Source: an optimization exercise on an open RTL-to-GDS flow (aim: small area and a short achievable clock period). Production flows keep margins and buffers that such runs may drop.
Where RTL was checked, it was by simulation tests only, not by an equivalence proof against the original.

// top_diannao_node_vMAX
module top_diannao_node_vMAX (
        clk,
        i_inputs,
        i_synapses,
        i_op,
        i_nbout,
        i_load,
        o_to_edram
    );
==> flow/config.mk <==
export PLATFORM = sky130hd
export DESIGN_NAME = top_diannao_node_vMAX
export DESIGN_NICKNAME = top_diannao_node_vMAX
export VERILOG_FILES = /design/flow/design.v
export SDC_FILE = /design/flow/constraint.sdc
export NUM_CORES = 8
export LEC_CHECK = 0
export ABC_AREA = 1
export CAP_MARGIN = 10
export CORE_MARGIN = 2
export CORE_UTILIZATION = 40
export SETUP_SLACK_MARGIN = 5
export SLEW_MARGIN = 10
export SYNTH_HIERARCHICAL = 1
==> flow/constraint.sdc <==
create_clock -name core_clock -period 12.0 [get_ports {clk}]
set_input_delay 2.4000 -clock core_clock [delete_from_list [all_inputs] [get_ports {clk}]]
set_output_delay 2.4000 -clock core_clock [all_outputs]
set_load 0.01 [all_outputs]
standard.sh (not shown) runs the stock make flow with config.mk's settings and CLKGATE_MAP_FILE= SYNTH_SCRIPT=/design/flow/synth_recipe.tcl, a recipe that flattens the netlist after the stock synthesis.
==> flow/flow/run.sh <==
#!/bin/bash
# Standard ORFS layout (the standard.sh, standard synthesis unchanged), with
# extra settings for timing repair, clock tree and port buffers.
set -euo pipefail
bash standard.sh SETUP_SLACK_MARGIN=8.2 "CTS_ARGS=-sink_clustering_enable -repair_clock_nets -sink_clustering_size 30 -sink_clustering_max_diameter 80 -dont_use_dummy_load" "BUFFER_PORTS_ARGS=-buffer_cell sky130_fd_sc_hd__buf_1" finish > standard.log 2>&1
The starting point completed with no timing, DRC or antenna violations.
Next try:
--- a/flow/design.v
+++ b/flow/design.v
@@ -20,35 +20,37 @@
     input  [255:0]  i_inputs;
     input  [255:0]  i_synapses;
     input  [0:0]    i_op;
     input  [15:0]   i_nbout;
     input           i_load;
     output [15:0]   o_to_edram;
     function gt16;
         input [15:0] a, b;
-        reg [15:0] G, P, Gn, Pn;
-        integer i, d;
+        reg [15:0] g0, l0;
+        reg [7:0] g1, l1;
+        reg [3:0] g2, l2;
+        reg [1:0] g3, l3;
+        integer i;
         begin
-            G = a & ~b;
-            P = a | ~b;
-            for (d = 1; d < 16; d = d * 2) begin
-                for (i = 0; i < 16; i = i + 1) begin
-                    if (i % (2*d) == 2*d-1) begin
-                        Gn[i] = G[i] | (P[i] & G[i-d]);
-                        Pn[i] = P[i] & P[i-d];
-                    end else begin
-                        Gn[i] = G[i];
-                        Pn[i] = P[i];
-                    end
-                end
-                G = Gn;
-                P = Pn;
+            g0 = a & ~b;
+            l0 = ~a & b;
+            for (i = 0; i < 8; i = i + 1) begin
+                g1[i] = g0[2*i+1] | (~l0[2*i+1] & g0[2*i]);
+                l1[i] = l0[2*i+1] | (~g0[2*i+1] & l0[2*i]);
             end
-            gt16 = G[15];
+            for (i = 0; i < 4; i = i + 1) begin
+                g2[i] = g1[2*i+1] | (~l1[2*i+1] & g1[2*i]);
+                l2[i] = l1[2*i+1] | (~g1[2*i+1] & l1[2*i]);
+            end
+            for (i = 0; i < 2; i = i + 1) begin
+                g3[i] = g2[2*i+1] | (~l2[2*i+1] & g2[2*i]);
+                l3[i] = l2[2*i+1] | (~g2[2*i+1] & l2[2*i]);
+            end
+            gt16 = g3[1] | (~l3[1] & g3[0]);
         end
     endfunction
     function [15:0] max4;
         input [15:0] a, b, c, d;
         reg ab, ac, ad, bc, bd, cd;
         begin
             ab = gt16(a, b);
             ac = gt16(a, c);
Effect: Final area grows by 0.55%. Count of clock-buffer cells in the layout climbs by 3. Non-clock buffer count came out lower by 15. Maximum frequency is higher by 1.1%. Via count came out higher by about 0.32%.
Only the layout flow was run in the first run of this note; the RTL was not checked for function there.

run K:
top_diannao_node_vMAX again, from the RTL that the note above started with.
==> flow/config.mk <==
export PLATFORM = sky130hd
export DESIGN_NAME = top_diannao_node_vMAX
export DESIGN_NICKNAME = top_diannao_node_vMAX
export VERILOG_FILES = /design/flow/design.v
export SDC_FILE = /design/flow/constraint.sdc
export NUM_CORES = 8
export LEC_CHECK = 0
export ABC_AREA = 1
export CAP_MARGIN = 10
export CORE_MARGIN = 2
export CORE_UTILIZATION = 40
export SETUP_SLACK_MARGIN = 5
export SLEW_MARGIN = 10
export SYNTH_HIERARCHICAL = 1
==> flow/constraint.sdc <==
create_clock -name core_clock -period 12.0 [get_ports {clk}]
set_input_delay 2.4000 -clock core_clock [delete_from_list [all_inputs] [get_ports {clk}]]
set_output_delay 2.4000 -clock core_clock [all_outputs]
set_load 0.01 [all_outputs]
==> flow/flow/run.sh <==
#!/bin/bash
# Standard ORFS layout (the standard.sh, standard synthesis unchanged), with
# extra settings for timing repair, clock tree and port buffers.
set -euo pipefail
bash standard.sh SETUP_SLACK_MARGIN=8.3 "CTS_ARGS=-sink_clustering_enable -repair_clock_nets -sink_clustering_size 30 -sink_clustering_max_diameter 80 -dont_use_dummy_load -distance_between_buffers 300" "BUFFER_PORTS_ARGS=-buffer_cell sky130_fd_sc_hd__buf_1" finish > standard.log 2>&1
The inputs of run X differ from those of run K as listed below.
diff --git a/flow/design.v b/flow/design.v
--- a/flow/design.v
+++ b/flow/design.v
@@ -19,37 +19,39 @@
     input           clk;
     input  [255:0]  i_inputs;
     input  [255:0]  i_synapses;
     input  [0:0]    i_op;
     input  [15:0]   i_nbout;
     input           i_load;
     output [15:0]   o_to_edram;
     function gt16;
         input [15:0] a, b;
-        reg [15:0] G, P, Gn, Pn;
-        integer i, d;
+        reg [15:0] g0, l0;
+        reg [7:0] g1, l1;
+        reg [3:0] g2, l2;
+        reg [1:0] g3, l3;
+        integer i;
         begin
-            G = a & ~b;
-            P = a | ~b;
-            for (d = 1; d < 16; d = d * 2) begin
-                for (i = 0; i < 16; i = i + 1) begin
-                    if (i % (2*d) == 2*d-1) begin
-                        Gn[i] = G[i] | (P[i] & G[i-d]);
-                        Pn[i] = P[i] & P[i-d];
-                    end else begin
-                        Gn[i] = G[i];
-                        Pn[i] = P[i];
-                    end
-                end
-                G = Gn;
-                P = Pn;
+            g0 = a & ~b;
+            l0 = ~a & b;
+            for (i = 0; i < 8; i = i + 1) begin
+                g1[i] = g0[2*i+1] | (~l0[2*i+1] & g0[2*i]);
+                l1[i] = l0[2*i+1] | (~g0[2*i+1] & l0[2*i]);
             end
-            gt16 = G[15];
+            for (i = 0; i < 4; i = i + 1) begin
+                g2[i] = g1[2*i+1] | (~l1[2*i+1] & g1[2*i]);
+                l2[i] = l1[2*i+1] | (~g1[2*i+1] & l1[2*i]);
+            end
+            for (i = 0; i < 2; i = i + 1) begin
+                g3[i] = g2[2*i+1] | (~l2[2*i+1] & g2[2*i]);
+                l3[i] = l2[2*i+1] | (~g2[2*i+1] & l2[2*i]);
+            end
+            gt16 = g3[1] | (~l3[1] & g3[0]);
         end
     endfunction
     function [15:0] max4;
         input [15:0] a, b, c, d;
         reg ab, ac, ad, bc, bd, cd;
         begin
             ab = gt16(a, b);
             ac = gt16(a, c);
             ad = gt16(a, d);
==> comparison <==
- Run X: no failed stages, no open violations at the end
- Compared with run K, post-synthesis net count in run X increased slightly.
- Comparing run X and run K, final area is higher on run X.
- On share of final-layout standard cells stronger than drive strength 1, run X and run K are basically level.
- Comparing run K with run X, the sequential share of layout area came out essentially unchanged.
- Compare run X and run K | count of distinct cell types in the synthesized netlist higher: run X
- Run K → run X: worst setup slack grew by 0.043 ns.
- Total wire length after detailed routing delta for run X relative to run K: about 2.6% lower
- The sequential element share of the synthesized area of run K and that of run X are within noise of each other.
For run K, only the layout was checked, not whether the RTL still works.

## static timing again, ports no longer ideal
No port has a modelled driver above. Below, the same layouts with a new extraction and two added sets of constraints.
Step 1, drivers: a clkbuf_16 drives clk and a buf_2 each remaining input, both assumed.
Step 2 moves the port delays by t, midway between the first and last clock arrival at a register: inputs arrive t later, outputs are due t later. That takes back most of the time a late clock gives input paths.
a / b / c = ideal / step 1 / step 2; a / b = the first two.
run | t (ns) | slack for setup (ns) | clock arrival spread, ns | slew at the worst register clock pin (ns) | pins driven straight from the clock port
the first run of note 1 | 0.963 | 8.186 / 8.079 / 7.450 | 0.115 / 0.115 | 0.10 / 0.10 | 1
the second run of note 1 | 0.971 | 8.228 / 8.121 / 7.499 | 0.116 / 0.116 | 0.11 / 0.11 | 1
run K | 0.873 | 8.290 / 8.184 / 7.581 | 0.109 / 0.109 | 0.10 / 0.10 | 1
run X | 0.890 | 8.333 / 8.227 / 7.701 | 0.136 / 0.136 | 0.11 / 0.11 | 1
After both steps every run listed still meets setup and hold. The setup slack of the first run of note 1, which loses most, moves by -0.107 ns with the drivers and by -0.736 ns with both steps.
